This is an optimization exercise on Yosys and OpenROAD, whose aim is small area, a short achievable clock period and few clock cycles per item, not a production implementation.
In this exercise RTL edits were held to simulation tests only and were not proved equivalent to the original.

## west
// multipli
module multipli
#(parameter int N = 32)
(
	input  logic                        CLOCK,
	input  logic                        RESET,
	input  logic                        START,
	input  logic signed [N-1:0]         A,B,
	output logic signed [2*N-1:0]       S,
	output logic                        END_MULT
);
Size: about 930 cells after synthesis, ~10000 um2 of cells after synthesis.
export LEC_CHECK = 0
export CAP_MARGIN = 20
export CORE_MARGIN = 2
export CORE_UTILIZATION = 40
export SETUP_SLACK_MARGIN = 1.2
export SLEW_MARGIN = 20
create_clock -name core_clock -period 5.0 [get_ports {CLOCK}]
standard.sh (not shown) runs the stock make flow with config.mk's settings and CLKGATE_MAP_FILE= SYNTH_SCRIPT=/design/flow/synth_recipe.tcl, a recipe that flattens the netlist after the stock synthesis.
==> flow/flow/run.sh <==
#!/bin/bash
# Layout flow: the standard flow (standard.sh) with two changes.
# 1. The port buffers that global placement inserts are made from
#    sky130_fd_sc_hd__buf_1 instead of the default pick; the resizer upsizes
#    them where timing or slew needs it.
# 2. After the standard synthesis, flow/fixinv.py removes inverters around
#    the full-adder cells (an adder with all inputs and outputs complemented
#    is the same adder) and swaps gates for their complements where that
#    saves an inverter. Registers are not touched.
# Each tool's output goes to a log of its own in this folder.
set -e
export BUFFER_PORTS_ARGS="-buffer_cell sky130_fd_sc_hd__buf_1"
RES=orfs/results/sky130hd/multipli/base
OR=$(command -v openroad || echo /OpenROAD-flow-scripts/tools/install/OpenROAD/bin/openroad)
bash standard.sh synth > synth.log 2>&1
cp $RES/1_synth.odb $RES/1_synth_std.odb
"$OR" -python -no_init flow/fixinv.py $RES/1_synth_std.odb $RES/1_synth.odb > fixinv.log 2>&1
bash standard.sh > standard.log 2>&1
Other scripts of this flow, unchanged in this note and not shown: flow/flow/fixinv.py
west went all the way through the flow, and no timing, DRC or antenna check failed.
Testbench counts of west, summed over its fixed seeds: cycles 7,992, items 1,600.
Setup changes, west to east
# west
export LEC_CHECK = 0
export CAP_MARGIN = 20
export CORE_MARGIN = 2
export CORE_UTILIZATION = 40
export SETUP_SLACK_MARGIN = 1.2
export SLEW_MARGIN = 20
create_clock -name core_clock -period 5.0 [get_ports {CLOCK}]
# east
export LEC_CHECK = 0
export ABC_AREA = 1
export CAP_MARGIN = 20
export CORE_MARGIN = 2
export CORE_UTILIZATION = 40
export SETUP_SLACK_MARGIN = 1.0
export SLEW_MARGIN = 20
create_clock -name core_clock -period 5.0 [get_ports {CLOCK}]
==> notes.md <==
- Of the two values seen for startpoint-to-endpoint class of the critical path, reg -> reg was produced by east and reg -> out by west.
- Summary of east over west: die area went up about 6%, initial cell density of the core level.
- east ends up with a total routing usage reported by global routing that is 0.98 points lower than in west.

multipli, a different RTL version from the one above (not shown whole).
Size in the first run: roughly 1200 cells after synthesis, ~0.011 mm² of cells after synthesis.
clock: 5.0 ns
lec_check: 0
abc_area: 1
cap_margin: 20
core_margin: 2
core_utilization: 40
place_density: 0.7
setup_slack_margin: 1.3
slew_margin: 20
Scripts as last shown in full above: flow/flow/run.sh
Other scripts of this flow, unchanged in this note and not shown: flow/flow/fixinv.py
The starting point finished with timing, DRC and antenna clean.
Testbench counts at the start, summed over its fixed seeds: cycles 7,992, items 1,600.
Change:
--- a/flow/config.mk
+++ b/flow/config.mk
@@ -12 +11,0 @@
-export PLACE_DENSITY = 0.7
Critical path depth is unchanged.
Synthesized area does not change.
Cell count is about the same.
Sequential share of layout area is about the same.
Change:
--- a/flow/config.mk
+++ b/flow/config.mk
@@ -12 +12 @@
-export SETUP_SLACK_MARGIN = 1.3
+export SETUP_SLACK_MARGIN = 1.0
Result: The new run finished clean. Via count came out lower by about 2.3%. Wire length decreases by about 2.7%. Die area does not change. First-iteration DRC count increases by about 9%.

multipli again, from the RTL that the note above started with.
clock: 5.0 ns
lec_check: 0
abc_area: 1
cap_margin: 20
core_margin: 2
core_utilization: 40
setup_slack_margin: 1.5
slew_margin: 20
Scripts as last shown in full above: flow/flow/run.sh
Other scripts of this flow, unchanged in this note and not shown: flow/flow/fixinv.py
The baseline ran to the end with no violations.
Testbench counts at the start, summed over its fixed seeds: cycles 7,992, items 1,600.
Next try:
- SETUP_SLACK_MARGIN: 1.5 -> 1.7
The new run passed the timing, DRC and antenna checks.
Design area climbs by roughly a tenth.
Sequential share of layout area drops by 2.2 points.
Routed wire length climbs by roughly a tenth.
Sequential cell count stays the same.
Register-to-register slack loses 50 ps.
Clock-buffer cell count climbs by 4.
Die area is unchanged.
Non-clock buffer count climbs by 47.
Synthesized cell count does not change.
Setup slack loses 91 ps.

## what the ideal ports hide
How much do the figures lean on ideal ports? The routed layouts below were timed once more, with nothing changed but the port constraints.
Step 1 sets driving cells, clkbuf_16 on the clock port and buf_2 on the other inputs (assumed; they add their load-dependent delay and slew).
Step 2, shift: input delay + t, output delay - t, t = (earliest + latest rising clock arrival at the registers) / 2. This alone moves slack from input paths to output paths.
Slacks: no drivers / after step 1 / after step 2; pairs: no drivers / after step 1.
run | t (ns) | setup WS [ns] | latest minus earliest clock arrival (ns)
west | 0.407 | 0.799 / 0.752 / 0.746 | 0.015 / 0.015
east | 0.411 | 1.092 / 1.092 / 0.792 | 0.018 / 0.018
the first run of note 2 | 0.408 | 1.350 / 1.306 / 0.977 | 0.019 / 0.018
the second run of note 2 | 0.412 | 1.384 / 1.337 / 1.002 | 0.013 / 0.013
the third run of note 2 | 0.417 | 1.097 / 1.050 / 0.800 | 0.012 / 0.011
the first run of note 3 | 0.412 | 1.421 / 1.373 / 1.017 | 0.017 / 0.017
the second run of note 3 | 0.404 | 1.330 / 1.325 / 0.921 | 0.010 / 0.010
After both steps setup and hold are still met in every run listed. For the second run of note 3, which loses most, drivers alone change the setup slack by -0.005 ns; drivers and shift together by -0.409 ns.
